This design comes from an exercise in tuning for small area on the open sky130 flow, not from production work.
In this exercise RTL edits were held to simulation tests only and were not proved equivalent to the original.
No driver is modelled on the clock port, so clock power and skew are understated where the tree is cut down; a real chip needs a root buffer or a tree.
Power is estimated from default activity; no workload was simulated.

==> v6 <==
==> flow/design.v <==
`timescale 1ns / 1ps
module baudGenerator
#(
	parameter RX = 0
 )
(
	input wire clk_i, rst_i,
	input wire en_i,
	output wire tick_o,
	output wire tick2_o
);
localparam [9:0] W = 10'b0001011100;
localparam [9:0] E = 10'b0001011011;
reg[9:0] s;
wire hit = (s[8:0] == W[8:0]);
assign tick2_o = ({s[9:2], s[0]} == 9'b01011100_0);
wire[9:0] nxt = {s[8:0], s[9] ^ s[6] ^ hit};
generate
	if (RX) begin : g_rx
		always @ (posedge clk_i) begin
			if (en_i)
				s <= nxt;
			else
				s <= E;
		end
		assign tick_o = en_i & hit;
	end
	else begin : g_tx
		always @ (posedge clk_i or posedge rst_i) begin
			if (rst_i)
				s <= W;
			else
				s <= nxt;
		end
		assign tick_o = hit;
	end
endgenerate
endmodule
`timescale 1ns / 1ps
module fifo
(
	input wire clk_i, rst_i,
	input wire wr_i, rd_i,
	input wire[7:0] data_i,
	output reg full_o,
	output wire empty_o,
	output wire capture_o,
	output wire[7:0] cap_data_o
);
reg[2:0] d, q;
reg pending;
reg[7:0] ring[0:7];
assign empty_o = (d == 3'd0) & ~full_o;
wire wrOk = wr_i & ~full_o;
wire rdOk = rd_i & ~empty_o;
integer i;
always @ (posedge clk_i) begin
	ring[0] <= ring[7];
	ring[1] <= (q == 3'd0) ? data_i : ring[0];
	for (i = 2; i < 8; i = i + 1)
		ring[i] <= ring[i-1];
end
assign capture_o = pending & (q == ~d);
assign cap_data_o = ring[0];
always @ (posedge clk_i, posedge rst_i) begin
	if (rst_i) begin
		d <= 0;
		q <= 0;
		full_o <= 0;
		pending <= 0;
	end
	else begin
		d <= d + {2'b00, wrOk} - {2'b00, rdOk};
		q <= q + {2'b00, ~wrOk};
		if (wr_i & ~rd_i)
			full_o <= full_o | (d == 3'd6);
		else if (~wr_i & rd_i & ~empty_o)
			full_o <= 1'b0;
		if (rd_i)
			pending <= 1'b1;
		else if (capture_o)
			pending <= 1'b0;
	end
end
endmodule
`timescale 1ns / 1ps
module uartTX
(
	input wire clk_i, rst_i,
	input wire wr_i,
	input wire[7:0] data_i,
	output wire txDat_o, rdy_o
);
localparam [1:0] IDLE = 2'd0, SETUP_HOLD = 2'd1, START_SEND = 2'd2, DATA_SEND = 2'd3;
reg[1:0] state, nextState;
reg[9:0] sh;
wire baudTick;
wire full, empty;
wire capture;
wire[7:0] capData;
baudGenerator #(.RX(0)) baudGen (
	.clk_i  (clk_i),
	.rst_i  (rst_i),
	.en_i   (1'b1),
	.tick_o (baudTick),
	.tick2_o()
);
fifo FifoBuffer (
	.clk_i  (clk_i),
	.rst_i  (rst_i),
	.wr_i   (wr_i),
	.rd_i   (state == SETUP_HOLD),
	.data_i (data_i),
	.full_o (full),
	.empty_o(empty),
	.capture_o (capture),
	.cap_data_o(capData)
);
wire done = (sh == 10'd0);
wire sending = (state == DATA_SEND);
wire load = ((state == IDLE) | (sending & done)) & ~empty;
always @ (*) begin
	case (state)
		IDLE:       nextState = empty ? IDLE : SETUP_HOLD;
		SETUP_HOLD: nextState = START_SEND;
		START_SEND: nextState = baudTick ? DATA_SEND : START_SEND;
		default:    nextState = load ? SETUP_HOLD : DATA_SEND;
	endcase
end
always @ (posedge clk_i or posedge rst_i) begin
	if (rst_i)
		state <= IDLE;
	else
		state <= nextState;
end
always @ (posedge clk_i) begin
	if (load) begin
		sh[9] <= 1'b1;
		sh[0] <= 1'b0;
	end
	else if (sending & baudTick) begin
		sh[9] <= 1'b0;
		sh[0] <= sh[1];
	end
	if (capture)
		sh[8:1] <= capData;
	else if (sending & baudTick)
		sh[8:1] <= sh[9:2];
end
assign txDat_o = ~sending | done | sh[0];
assign rdy_o = ~full;
endmodule
`timescale 1ns / 1ps
module uartRX
(
	input wire clk_i, rst_i,
	input wire dat_i, txFull_i,
	output wire datEn_o,
	output reg[7:0] dat_o,
	output reg[1:0] status_o,
	output wire baudEn_o, empty_o, rx_o
);
localparam [1:0] IDLE = 2'd0, RECV = 2'd1, STOP_RECV = 2'd2, LOAD = 2'd3;
reg[1:0] nextState;
reg[3:0] count;
reg bit1, bit2;
reg nonEmpty, keepD;
wire baudTick, baud2;
wire baudEn = status_o[0] ^ status_o[1];
wire done = ~count[3] & ~count[2] & ~count[0];
wire[3:0] nextCount = {count[2:0], ~(count[3] ^ count[2]) ^ (count[3] & count[0])};
wire keep = nonEmpty & txFull_i;
baudGenerator #(.RX(1)) baudGen (
	.clk_i  (clk_i),
	.rst_i  (rst_i),
	.en_i   (baudEn),
	.tick_o (baudTick),
	.tick2_o(baud2)
);
always @ (*) begin
	case (status_o)
		IDLE:      nextState = dat_i ? IDLE : RECV;
		RECV:      nextState = (done & dat_i) ? STOP_RECV : RECV;
		STOP_RECV: nextState = done ? STOP_RECV : LOAD;
		default:   nextState = IDLE;
	endcase
end
always @ (posedge clk_i or posedge rst_i) begin
	if (rst_i)
		status_o <= IDLE;
	else
		status_o <= nextState;
end
always @ (posedge clk_i) begin
	if (status_o == IDLE)
		count <= 4'd0;
	else if (baudTick)
		count <= nextCount;
end
wire shift2 = baudEn & baud2 & ~(count[0] & ~count[1] & ~count[3]);
always @ (posedge clk_i) begin
	bit1 <= dat_i;
	bit2 <= bit1;
	keepD <= keep;
end
always @ (posedge clk_i or posedge rst_i) begin
	if (rst_i) begin
		nonEmpty <= 1'b0;
		dat_o <= 8'hFF;
	end
	else begin
		nonEmpty <= (status_o == LOAD) | keep;
		if (shift2 & ~keepD)
			dat_o <= {bit2, dat_o[7:1]};
	end
end
assign datEn_o = nonEmpty;
assign baudEn_o = baudEn;
assign empty_o = ~nonEmpty;
assign rx_o = dat_i;
endmodule
`timescale 1ns / 1ps
module uart 
(
    input wire clk_i, rst_i,
    input wire rx_i,
    output wire tx_o,
    output wire[7:0] data_o,
    output wire[1:0] status_o, 
    output wire baudEn_o, empty_o, rx_o
);
wire rxRdy, txRdy;
uartTX tx (
    .clk_i  (clk_i),
    .rst_i  (rst_i),
    .wr_i   (rxRdy),
    .data_i (data_o),
    .txDat_o(tx_o),
    .rdy_o  (txRdy)
);
uartRX rx (
    .clk_i    (clk_i),
    .rst_i    (rst_i),
    .dat_i    (rx_i),
    .txFull_i (~txRdy),
    .datEn_o  (rxRdy),
    .dat_o    (data_o),
    .status_o (status_o),
    .baudEn_o (baudEn_o),
    .empty_o  (empty_o),
    .rx_o     (rx_o)
);
endmodule
==> flow/flow/run.sh <==
#!/bin/bash
# Standard synthesis, then the standard layout (standard.sh) with two
# changes that only affect buffers, not the design's logic or registers:
#  - port buffers use sky130_fd_sc_hd__buf_1 (instead of the resizer's pick);
#  - clock tree built from sky130_fd_sc_hd__clkbuf_4 without dummy loads.
# Each step's output goes to its own log here; ORFS's per-step logs are under
# orfs/logs/.
set -uo pipefail
bash standard.sh synth > synth.log 2>&1 || exit 1
bash standard.sh \
  'CTS_ARGS=-sink_clustering_enable -repair_clock_nets -dont_use_dummy_load -buf_list sky130_fd_sc_hd__clkbuf_4 -root_buf sky130_fd_sc_hd__clkbuf_4' \
  'BUFFER_PORTS_ARGS=-buffer_cell sky130_fd_sc_hd__buf_1' \
  finish > layout.log 2>&1
==> flow/standard.sh <==
#!/bin/bash
# synth_recipe.tcl (not shown) runs the flow's synth.tcl, then flattens the netlist and writes it again
# the make line also repeats each setting of config.mk as NAME=value (left out here)
make -C /OpenROAD-flow-scripts/flow DESIGN_CONFIG=/design/flow/config.mk WORK_HOME=/design/flow/orfs CLKGATE_MAP_FILE= SYNTH_SCRIPT=/design/flow/synth_recipe.tcl "${@:-finish}"
==> flow/config.mk <==
export PLATFORM = sky130hd
export DESIGN_NAME = uart
export DESIGN_NICKNAME = uart
export VERILOG_FILES = /design/flow/design.v
export SDC_FILE = /design/flow/constraint.sdc
export NUM_CORES = 4
export LEC_CHECK = 0
export CAP_MARGIN = 20
export CORE_MARGIN = 2
export CORE_UTILIZATION = 40
export SLEW_MARGIN = 20
==> flow/constraint.sdc <==
create_clock -name core_clock -period 10.0 [get_ports {clk_i}]
set_input_delay 2.0000 -clock core_clock [delete_from_list [all_inputs] [get_ports {clk_i}]]
set_output_delay 2.0000 -clock core_clock [all_outputs]
set_load 0.01 [all_outputs]
==> inputs of v35, as changes to v6 <==
==> flow/design.v, changed modules only <==
module uartTX
(
	input wire clk_i, rst_i,
	input wire wr_i,
	input wire[7:0] data_i,
	output wire txDat_o, rdy_o
);
localparam [1:0] IDLE = 2'b00, SETUP_HOLD = 2'b01, START_SEND = 2'b11, DATA_SEND = 2'b10;
reg[1:0] state, nextState;
reg[9:0] sh;
wire baudTick;
wire full, empty;
wire capture;
wire[7:0] capData;
baudGenerator #(.RX(0)) baudGen (
	.clk_i  (clk_i),
	.rst_i  (rst_i),
	.en_i   (1'b1),
	.tick_o (baudTick),
	.tick2_o()
);
fifo FifoBuffer (
	.clk_i  (clk_i),
	.rst_i  (rst_i),
	.wr_i   (wr_i),
	.rd_i   (state == SETUP_HOLD),
	.data_i (data_i),
	.full_o (full),
	.empty_o(empty),
	.capture_o (capture),
	.cap_data_o(capData)
);
wire done = (sh == 10'd0);
wire sending = (state == DATA_SEND);
wire load = ((state == IDLE) | (sending & done)) & ~empty;
always @ (*) begin
	case (state)
		IDLE:       nextState = empty ? IDLE : SETUP_HOLD;
		SETUP_HOLD: nextState = START_SEND;
		START_SEND: nextState = baudTick ? DATA_SEND : START_SEND;
		default:    nextState = load ? SETUP_HOLD : DATA_SEND;
	endcase
end
always @ (posedge clk_i or posedge rst_i) begin
	if (rst_i)
		state <= IDLE;
	else
		state <= nextState;
end
always @ (posedge clk_i) begin
	if (load) begin
		sh[9] <= 1'b1;
		sh[0] <= 1'b0;
	end
	else if (sending & baudTick) begin
		sh[9] <= 1'b0;
		sh[0] <= sh[1];
	end
	if (capture)
		sh[8:1] <= capData;
	else if (sending & baudTick)
		sh[8:1] <= sh[9:2];
end
assign txDat_o = ~sending | done | sh[0];
assign rdy_o = ~full;
endmodule
module uartRX
(
	input wire clk_i, rst_i,
	input wire dat_i, txFull_i,
	output wire datEn_o,
	output reg[7:0] dat_o,
	output wire[1:0] status_o,
	output wire baudEn_o, empty_o, rx_o
);
localparam [1:0] IDLE = 2'b00, RECV = 2'b10, STOP_RECV = 2'b11, LOAD = 2'b01;
reg[1:0] state, nextState;
reg stat0;
reg[3:0] count;
reg bit1, bit2;
reg empty;
wire baudTick, baud2;
wire baudEn = state[1];
assign status_o = {state[0], stat0};
wire done = ~count[3] & ~count[2] & ~count[0];
wire[3:0] nextCount = {count[2:0], ~(count[3] ^ count[2]) ^ (count[3] & count[0])};
wire keep = ~empty & txFull_i;
baudGenerator #(.RX(1)) baudGen (
	.clk_i  (clk_i),
	.rst_i  (rst_i),
	.en_i   (baudEn),
	.tick_o (baudTick),
	.tick2_o(baud2)
);
always @ (*) begin
	case (state)
		IDLE:      nextState = dat_i ? IDLE : RECV;
		RECV:      nextState = (done & dat_i) ? STOP_RECV : RECV;
		STOP_RECV: nextState = done ? STOP_RECV : LOAD;
		default:   nextState = IDLE;
	endcase
end
always @ (posedge clk_i or posedge rst_i) begin
	if (rst_i) begin
		state <= IDLE;
		stat0 <= 1'b0;
	end
	else begin
		state <= nextState;
		stat0 <= (nextState == RECV) | (nextState == LOAD);
	end
end
always @ (posedge clk_i) begin
	if (state == IDLE)
		count <= 4'd0;
	else if (baudTick)
		count <= nextCount;
end
wire shift2 = baudEn & baud2 & ~(count[0] & ~count[1] & ~count[3]);
always @ (posedge clk_i) begin
	bit1 <= dat_i;
	bit2 <= bit1;
end
always @ (posedge clk_i or posedge rst_i) begin
	if (rst_i) begin
		empty <= 1'b1;
		dat_o <= 8'hFF;
	end
	else begin
		empty <= (state != LOAD) & ~keep;
		if (shift2 & ~keep)
			dat_o <= {bit2, dat_o[7:1]};
	end
end
assign datEn_o = ~empty;
assign baudEn_o = baudEn;
assign empty_o = empty;
assign rx_o = dat_i;
endmodule
==> flow/flow/run.sh (replaced) <==
#!/bin/bash
# Standard synthesis, then the standard layout (standard.sh) with two
# changes that only affect buffers, not the design's logic or registers:
#  - port buffers use sky130_fd_sc_hd__buf_1 (instead of the resizer's pick);
#  - the clock tree is built by hand (flow/mycts.tcl, run by ORFS's cts.tcl
#    before clock_tree_synthesis, which it then skips): the clock port drives
#    4 sky130_fd_sc_hd__buf_12, each driving one cluster of about a quarter
#    of the flip-flops.
# Each step's output goes to its own log here; ORFS's per-step logs are under
# orfs/logs/.
set -uo pipefail
here=$(pwd)
bash standard.sh synth > synth.log 2>&1 || exit 1
bash standard.sh \
  'BUFFER_PORTS_ARGS=-buffer_cell sky130_fd_sc_hd__buf_1' \
  PRE_CTS_TCL=$here/flow/mycts.tcl CLK_LEAVES=4 CLK_LEAF_CELL=sky130_fd_sc_hd__buf_12 \
  finish > layout.log 2>&1
==> flow/flow/mycts.tcl (new file) <==
set nleaf $::env(CLK_LEAVES)
set leaf_cell $::env(CLK_LEAF_CELL)
set block [ord::get_db_block]
set pts {}
foreach pin [get_pins -of_objects [get_nets clk_i] -filter "direction==input"] {
  set bb [[[sta::sta_to_db_pin $pin] getInst] getBBox]
  set x [expr {([$bb xMin] + [$bb xMax]) / 2.0}]
  set y [expr {([$bb yMin] + [$bb yMax]) / 2.0}]
  lappend pts [list $pin $x $y]
}
set n [llength $pts]
puts "manual clock tree: $n sinks, $nleaf leaves of $leaf_cell"
# k-means, seeded by sorting on x+y
set sorted [lsort -real -index 1 $pts]
set centers {}
for {set k 0} {$k < $nleaf} {incr k} {
  set p [lindex $sorted [expr {int(($k + 0.5) * $n / $nleaf)}]]
  lappend centers [list [lindex $p 1] [lindex $p 2]]
}
# balanced k-means: each cluster takes at most ceil(n / nleaf) sinks, assigned
# greedily in order of distance to the cluster centres
set cap [expr {($n + $nleaf - 1) / $nleaf}]
for {set iter 0} {$iter < 50} {incr iter} {
  set pairs {}
  set i 0
  foreach p $pts {
    for {set k 0} {$k < $nleaf} {incr k} {
      set c [lindex $centers $k]
      lappend pairs [list [expr {abs([lindex $p 1] - [lindex $c 0]) + abs([lindex $p 2] - [lindex $c 1])}] $i $k]
    }
    incr i
  }
  set pairs [lsort -real -index 0 $pairs]
  set owner [lrepeat $n -1]
  set sizes [lrepeat $nleaf 0]
  foreach pr $pairs {
    lassign $pr d i k
    if {[lindex $owner $i] >= 0 || [lindex $sizes $k] >= $cap} continue
    lset owner $i $k
    lset sizes $k [expr {[lindex $sizes $k] + 1}]
  }
  set groups {}
  for {set k 0} {$k < $nleaf} {incr k} { lappend groups {} }
  set i 0
  foreach p $pts {
    set k [lindex $owner $i]
    lset groups $k [concat [lindex $groups $k] [list $p]]
    incr i
  }
  set newc {}
  for {set k 0} {$k < $nleaf} {incr k} {
    set g [lindex $groups $k]
    if {[llength $g] == 0} { lappend newc [lindex $centers $k]; continue }
    set sx 0; set sy 0
    foreach p $g { set sx [expr {$sx + [lindex $p 1]}]; set sy [expr {$sy + [lindex $p 2]}] }
    lappend newc [list [expr {$sx / [llength $g]}] [expr {$sy / [llength $g]}]]
  }
  set centers $newc
}
set dbu [$block getDbUnitsPerMicron]
for {set k 0} {$k < $nleaf} {incr k} {
  set g [lindex $groups $k]
  if {[llength $g] == 0} continue
  set loads {}
  foreach p $g { lappend loads [lindex $p 0] }
  set c [lindex $centers $k]
  set loc [list [expr {[lindex $c 0] / $dbu}] [expr {[lindex $c 1] / $dbu}]]
  puts "leaf $k: [llength $g] sinks at $loc"
  set buf [insert_buffer -buffer_cell $leaf_cell -net clk_i -load_pins $loads \
    -location $loc -buffer_name clkleaf_$k -net_name clknet_leaf_$k]
  if {$buf eq "NULL"} { error "leaf buffer $k not inserted" }
  [[[sta::sta_to_db_inst $buf] findITerm X] getNet] setSigType CLOCK
}
if {[info exists ::env(CLK_ROOT_CELL)] && $::env(CLK_ROOT_CELL) ne ""} {
  # one root buffer between the clock port and the leaf buffers, at their centre
  set loads [get_pins -of_objects [get_nets clk_i] -filter "direction==input"]
  set sx 0; set sy 0
  foreach c $centers { set sx [expr {$sx + [lindex $c 0]}]; set sy [expr {$sy + [lindex $c 1]}] }
  set loc [list [expr {$sx / $nleaf / $dbu}] [expr {$sy / $nleaf / $dbu}]]
  set buf [insert_buffer -buffer_cell $::env(CLK_ROOT_CELL) -net clk_i -load_pins $loads \
    -location $loc -buffer_name clkroot -net_name clknet_root]
  if {$buf eq "NULL"} { error "root buffer not inserted" }
  [[[sta::sta_to_db_inst $buf] findITerm X] getNet] setSigType CLOCK
}
set_propagated_clock [all_clocks]
rename clock_tree_synthesis {}
proc clock_tree_synthesis {args} { puts "clock tree built by hand; TritonCTS skipped" }
==> inputs of v4, as changes to v6 <==
==> flow/design.v, changed modules only <==
module baudGenerator
#(
	parameter RX = 0
 )
(
	input wire clk_i, rst_i,
	input wire en_i,
	output wire tick_o
);
localparam [9:0] W = 10'b0001011100;
localparam [9:0] E = 10'b0001011011;
reg[9:0] s;
wire hit = (s[8:0] == W[8:0]);
wire[9:0] nxt = {s[8:0], s[9] ^ s[6] ^ hit};
generate
	if (RX) begin : g_rx
		always @ (posedge clk_i) begin
			if (en_i)
				s <= nxt;
			else
				s <= E;
		end
		assign tick_o = en_i & hit;
	end
	else begin : g_tx
		always @ (posedge clk_i or posedge rst_i) begin
			if (rst_i)
				s <= W;
			else
				s <= nxt;
		end
		assign tick_o = hit;
	end
endgenerate
endmodule
module fifo
(
	input wire clk_i, rst_i,
	input wire wr_i, rd_i,
	input wire[7:0] data_i,
	output reg full_o,
	output wire empty_o,
	output wire capture_o,
	output wire[7:0] cap_data_o
);
reg[2:0] rd, wr, ph;
reg pending;
reg[7:0] ring[0:7];
wire[2:0] nextPh = ph + 1'b1;
wire[2:0] nextWr = wr + 1'b1;
wire[2:0] nextWrAhead = wr + 2'b10;
wire[2:0] nextRd = rd + 1'b1;
assign empty_o = (rd == wr) & ~full_o;
integer i;
always @ (posedge clk_i) begin
	ring[0] <= ring[7];
	ring[1] <= (ph == wr) ? data_i : ring[0];
	for (i = 2; i < 8; i = i + 1)
		ring[i] <= ring[i-1];
end
assign capture_o = pending & (nextPh == rd);
assign cap_data_o = ring[0];
always @ (posedge clk_i, posedge rst_i) begin
	if (rst_i) begin
		rd 		<= 0;
		wr 		<= 0;
		ph 		<= 0;
		full_o  <= 0;
		pending <= 0;
	end
	else begin
		ph <= nextPh;
		if (wr_i & !full_o)
			wr <= nextWr;
		if (rd_i & !empty_o)
			rd <= nextRd;
		if (rd_i)
			pending <= 1'b1;
		else if (capture_o)
			pending <= 1'b0;
		casez({wr_i, rd_i, full_o, empty_o})
		4'b01?0: full_o <= 1'b0;                      
		4'b100?: full_o <= (nextWrAhead == rd);       
		4'b11?1: full_o <= 1'b0;                      
		default: begin
		end
		endcase
	end
end
endmodule
module uartTX
(
	input wire clk_i, rst_i,
	input wire wr_i,
	input wire[7:0] data_i,
	output wire txDat_o, rdy_o
);
localparam [1:0] IDLE = 2'd0, SETUP_HOLD = 2'd1, START_SEND = 2'd2, DATA_SEND = 2'd3;
reg[1:0] state, nextState;
reg[9:0] sh;
wire baudTick;
wire full, empty;
wire capture;
wire[7:0] capData;
baudGenerator #(.RX(0)) baudGen (
	.clk_i  (clk_i),
	.rst_i  (rst_i),
	.en_i   (1'b1),
	.tick_o (baudTick)
);
fifo FifoBuffer (
	.clk_i  (clk_i),
	.rst_i  (rst_i),
	.wr_i   (wr_i),
	.rd_i   (state == SETUP_HOLD),
	.data_i (data_i),
	.full_o (full),
	.empty_o(empty),
	.capture_o (capture),
	.cap_data_o(capData)
);
wire done = (sh == 10'd0);
wire sending = (state == DATA_SEND);
wire load = ((state == IDLE) | (sending & done)) & ~empty;
always @ (*) begin
	case (state)
		IDLE:       nextState = empty ? IDLE : SETUP_HOLD;
		SETUP_HOLD: nextState = START_SEND;
		START_SEND: nextState = baudTick ? DATA_SEND : START_SEND;
		default:    nextState = load ? SETUP_HOLD : DATA_SEND;
	endcase
end
always @ (posedge clk_i or posedge rst_i) begin
	if (rst_i)
		state <= IDLE;
	else
		state <= nextState;
end
always @ (posedge clk_i) begin
	if (load) begin
		sh[9] <= 1'b1;
		sh[0] <= 1'b0;
	end
	else if (sending & baudTick) begin
		sh[9] <= 1'b0;
		sh[0] <= sh[1];
	end
	if (capture)
		sh[8:1] <= capData;
	else if (sending & baudTick)
		sh[8:1] <= sh[9:2];
end
assign txDat_o = ~sending | done | sh[0];
assign rdy_o = ~full;
endmodule
module uartRX
(
	input wire clk_i, rst_i,
	input wire dat_i, txFull_i,
	output wire datEn_o,
	output reg[7:0] dat_o,
	output reg[1:0] status_o,
	output wire baudEn_o, empty_o, rx_o
);
localparam [1:0] IDLE = 2'd0, RECV = 2'd1, STOP_RECV = 2'd2, LOAD = 2'd3;
reg[1:0] nextState;
reg[3:0] count;
reg[7:0] srD;
reg shiftD, bitD;
reg nonEmpty, keepD;
wire baudTick;
wire baudEn = status_o[0] ^ status_o[1];
wire done = (count == 4'd0);
wire keep = nonEmpty & txFull_i;
baudGenerator #(.RX(1)) baudGen (
	.clk_i  (clk_i),
	.rst_i  (rst_i),
	.en_i   (baudEn),
	.tick_o (baudTick)
);
always @ (*) begin
	case (status_o)
		IDLE:      nextState = dat_i ? IDLE : RECV;
		RECV:      nextState = (done & dat_i) ? STOP_RECV : RECV;
		STOP_RECV: nextState = done ? STOP_RECV : LOAD;
		default:   nextState = IDLE;
	endcase
end
always @ (posedge clk_i or posedge rst_i) begin
	if (rst_i)
		status_o <= IDLE;
	else
		status_o <= nextState;
end
always @ (posedge clk_i) begin
	if (status_o == IDLE)
		count <= 4'd0;
	else if (baudTick)
		count <= done ? 4'd8 : count - 1'b1;
end
always @ (posedge clk_i) begin
	bitD <= dat_i;
	keepD <= keep;
end
always @ (posedge clk_i or posedge rst_i) begin
	if (rst_i) begin
		shiftD <= 1'b0;
		srD <= 8'hFF;
		nonEmpty <= 1'b0;
		dat_o <= 8'hFF;
	end
	else begin
		shiftD <= baudTick & ~done;
		if (shiftD)
			srD <= {bitD, srD[7:1]};
		nonEmpty <= (status_o == LOAD) | keep;
		if (~keepD)
			dat_o <= srD;
	end
end
assign datEn_o = nonEmpty;
assign baudEn_o = baudEn;
assign empty_o = ~nonEmpty;
assign rx_o = dat_i;
endmodule
==> flow/flow/run.sh (replaced) <==
#!/bin/bash
# Standard synthesis, then the standard layout (standard.sh) with three
# changes that only affect buffers, not the design's logic or registers:
#  - port buffers use sky130_fd_sc_hd__buf_1 (instead of the resizer's pick);
#  - clock tree built from sky130_fd_sc_hd__clkbuf_4 without dummy loads;
#  - power recovery (downsizing off the critical paths) after global route.
# Each step's output goes to its own log here; ORFS's per-step logs are under
# orfs/logs/.
set -uo pipefail
bash standard.sh synth > synth.log 2>&1 || exit 1
bash standard.sh \
  'CTS_ARGS=-sink_clustering_enable -repair_clock_nets -dont_use_dummy_load -buf_list sky130_fd_sc_hd__clkbuf_4 -root_buf sky130_fd_sc_hd__clkbuf_4' \
  'BUFFER_PORTS_ARGS=-buffer_cell sky130_fd_sc_hd__buf_1' \
  RECOVER_POWER=100 \
  finish > layout.log 2>&1
==> inputs of v29, as changes to v6 <==
==> flow/design.v, changed modules only <==
module uartTX
(
	input wire clk_i, rst_i,
	input wire wr_i,
	input wire[7:0] data_i,
	output wire txDat_o, rdy_o
);
localparam [1:0] IDLE = 2'b00, SETUP_HOLD = 2'b01, START_SEND = 2'b11, DATA_SEND = 2'b10;
reg[1:0] state, nextState;
reg[9:0] sh;
wire baudTick;
wire full, empty;
wire capture;
wire[7:0] capData;
baudGenerator #(.RX(0)) baudGen (
	.clk_i  (clk_i),
	.rst_i  (rst_i),
	.en_i   (1'b1),
	.tick_o (baudTick),
	.tick2_o()
);
fifo FifoBuffer (
	.clk_i  (clk_i),
	.rst_i  (rst_i),
	.wr_i   (wr_i),
	.rd_i   (state == SETUP_HOLD),
	.data_i (data_i),
	.full_o (full),
	.empty_o(empty),
	.capture_o (capture),
	.cap_data_o(capData)
);
wire done = (sh == 10'd0);
wire sending = (state == DATA_SEND);
wire load = ((state == IDLE) | (sending & done)) & ~empty;
always @ (*) begin
	case (state)
		IDLE:       nextState = empty ? IDLE : SETUP_HOLD;
		SETUP_HOLD: nextState = START_SEND;
		START_SEND: nextState = baudTick ? DATA_SEND : START_SEND;
		default:    nextState = load ? SETUP_HOLD : DATA_SEND;
	endcase
end
always @ (posedge clk_i or posedge rst_i) begin
	if (rst_i)
		state <= IDLE;
	else
		state <= nextState;
end
always @ (posedge clk_i) begin
	if (load) begin
		sh[9] <= 1'b1;
		sh[0] <= 1'b0;
	end
	else if (sending & baudTick) begin
		sh[9] <= 1'b0;
		sh[0] <= sh[1];
	end
	if (capture)
		sh[8:1] <= capData;
	else if (sending & baudTick)
		sh[8:1] <= sh[9:2];
end
assign txDat_o = ~sending | done | sh[0];
assign rdy_o = ~full;
endmodule
module uartRX
(
	input wire clk_i, rst_i,
	input wire dat_i, txFull_i,
	output wire datEn_o,
	output reg[7:0] dat_o,
	output wire[1:0] status_o,
	output wire baudEn_o, empty_o, rx_o
);
localparam [1:0] IDLE = 2'b00, RECV = 2'b10, STOP_RECV = 2'b11, LOAD = 2'b01;
reg[1:0] state, nextState;
reg[3:0] count;
reg bit1, bit2;
reg nonEmpty, keepD;
wire baudTick, baud2;
wire baudEn = state[1];
assign status_o = {state[0], state[1] ^ state[0]};
wire done = ~count[3] & ~count[2] & ~count[0];
wire[3:0] nextCount = {count[2:0], ~(count[3] ^ count[2]) ^ (count[3] & count[0])};
wire keep = nonEmpty & txFull_i;
baudGenerator #(.RX(1)) baudGen (
	.clk_i  (clk_i),
	.rst_i  (rst_i),
	.en_i   (baudEn),
	.tick_o (baudTick),
	.tick2_o(baud2)
);
always @ (*) begin
	case (state)
		IDLE:      nextState = dat_i ? IDLE : RECV;
		RECV:      nextState = (done & dat_i) ? STOP_RECV : RECV;
		STOP_RECV: nextState = done ? STOP_RECV : LOAD;
		default:   nextState = IDLE;
	endcase
end
always @ (posedge clk_i or posedge rst_i) begin
	if (rst_i)
		state <= IDLE;
	else
		state <= nextState;
end
always @ (posedge clk_i) begin
	if (state == IDLE)
		count <= 4'd0;
	else if (baudTick)
		count <= nextCount;
end
wire shift2 = baudEn & baud2 & ~(count[0] & ~count[1] & ~count[3]);
always @ (posedge clk_i) begin
	bit1 <= dat_i;
	bit2 <= bit1;
	keepD <= keep;
end
always @ (posedge clk_i or posedge rst_i) begin
	if (rst_i) begin
		nonEmpty <= 1'b0;
		dat_o <= 8'hFF;
	end
	else begin
		nonEmpty <= (state == LOAD) | keep;
		if (shift2 & ~keepD)
			dat_o <= {bit2, dat_o[7:1]};
	end
end
assign datEn_o = nonEmpty;
assign baudEn_o = baudEn;
assign empty_o = ~nonEmpty;
assign rx_o = dat_i;
endmodule
==> comparison table <==
| item | v29 | v4 | v6 | v35 |
|---|---|---|---|---|
| Run status | timing/DRC/antenna clean | finished with violations | timing/DRC/antenna clean | timing/DRC/antenna clean |
| Layout check failures | - | capacitance limit, slew limit | - | - |
| Total design power | 0.000936 W | 0.000932 W | 0.000933 W | 0.000674 W |
| Syn_nets | 263 | 300 | 283 | 254 |
| Wirelength, routed | 5000 um | 5750 um | 5500 um | 4800 um |
| Maximum buffer depth of the clock tree | 2 | 2 | 2 | - |
| Area growth from synthesis to final layout | 8.72% | 8.01% | 8.82% | 7.11% |
| Number of slew-limit violations in the final report | 0 | 44 | 0 | 0 |
| Worst Hold Endpoint | tx.FifoBuffer.ring[5][6] | tx.FifoBuffer.ring[2][3] | tx.FifoBuffer.ring[5][5] | tx.FifoBuffer.ring[7][7] |
| TritonCTS clock tree | done | done | done | - |
| Maximum number of pins on one net before global-route repair | 32 | 44 | 32 | 33 |
| Footprint of the multi-input gates | 953 um2 | 1110 um2 | 1090 um2 | 883 um2 |
| Share of the final layout cell area in sequential cells | 66.9% | 66.2% | 64.1% | 69.2% |
| Met3 Usage GRT | 5.64% | 5.89% | 5.54% | 1.26% |
| Register share of total power | 62.7% | 63.5% | 61.8% | 73.1% |
| Clock Network Area Fraction | 3.17% | 2.83% | 3.04% | - |
| Sw Share | 27.2% | 25.4% | 27.6% | 17.1% |
| Wire length per cell | 12.7 um | 12.7 um | 12.9 um | 13.0 um |
| Share of the core filled with cells | 44.2% | 44.0% | 45.2% | 44.5% |
| Endpoint of the lowest-slack register-to-register path | tx.FifoBuffer.d[2] | tx.sh[6] | tx.FifoBuffer.d[2] | tx.FifoBuffer.d[2] |
| Share of final-layout standard cells stronger than drive strength 1 | 22.3% | 19.6% | 20.6% | 14.5% |
| Max-capacitance violation count | 0 | 1 | 0 | 0 |
| Post-route insts no fill | 393 | 452 | 425 | 370 |
| Clock power share | 22.6% | 24.0% | 22.7% | 26.4% |
| Length of routed met3 wiring | 183 um | 205 um | 177 um | 129 um |
| Placed Instance Area | 3900 um2 | 4390 um2 | 4070 um2 | 3820 um2 |
| Worst slew margin | 52.0% | -50.1% | 52.7% | 52.3% |
The clock cells of v35 come from the design's own scripts or RTL, not from TritonCTS.

==> afterwards: timing with drivers on the ports <==
In the flow no input, the clock included, has a driving cell. The finished layouts below were timed again as built, in two steps.
Step 1 (the two cells are an assumption about what drives the block):
set clk [get_ports {clk_i}]
set_driving_cell -lib_cell sky130_fd_sc_hd__clkbuf_16 $clk
set_driving_cell -lib_cell sky130_fd_sc_hd__buf_2 [delete_from_list [all_inputs] $clk]
Step 2 times the ports against the registers' clock, not the clock port: input delays grow and output delays shrink by t, the midpoint of the rising clock arrivals with the driver on.
Slacks: ideal / step 1 / step 2; pairs: ideal / step 1.
| run | t, ns | setup WS [ns] | pins driven straight from the clock port |
|---|---|---|---|
| v6 | 0.478 | 5.710 / 5.688 / 5.688 | 1 |
| v35 | 0.220 | 5.671 / 5.649 / 5.649 | 4 |
| v4 | 0.504 | 5.691 / 5.667 / 5.667 | 1 |
| v29 | 0.491 | 5.659 / 5.632 / 5.632 | 1 |
For v29, which loses most, drivers alone change the setup slack by -0.027 ns; drivers and shift together by -0.027 ns.
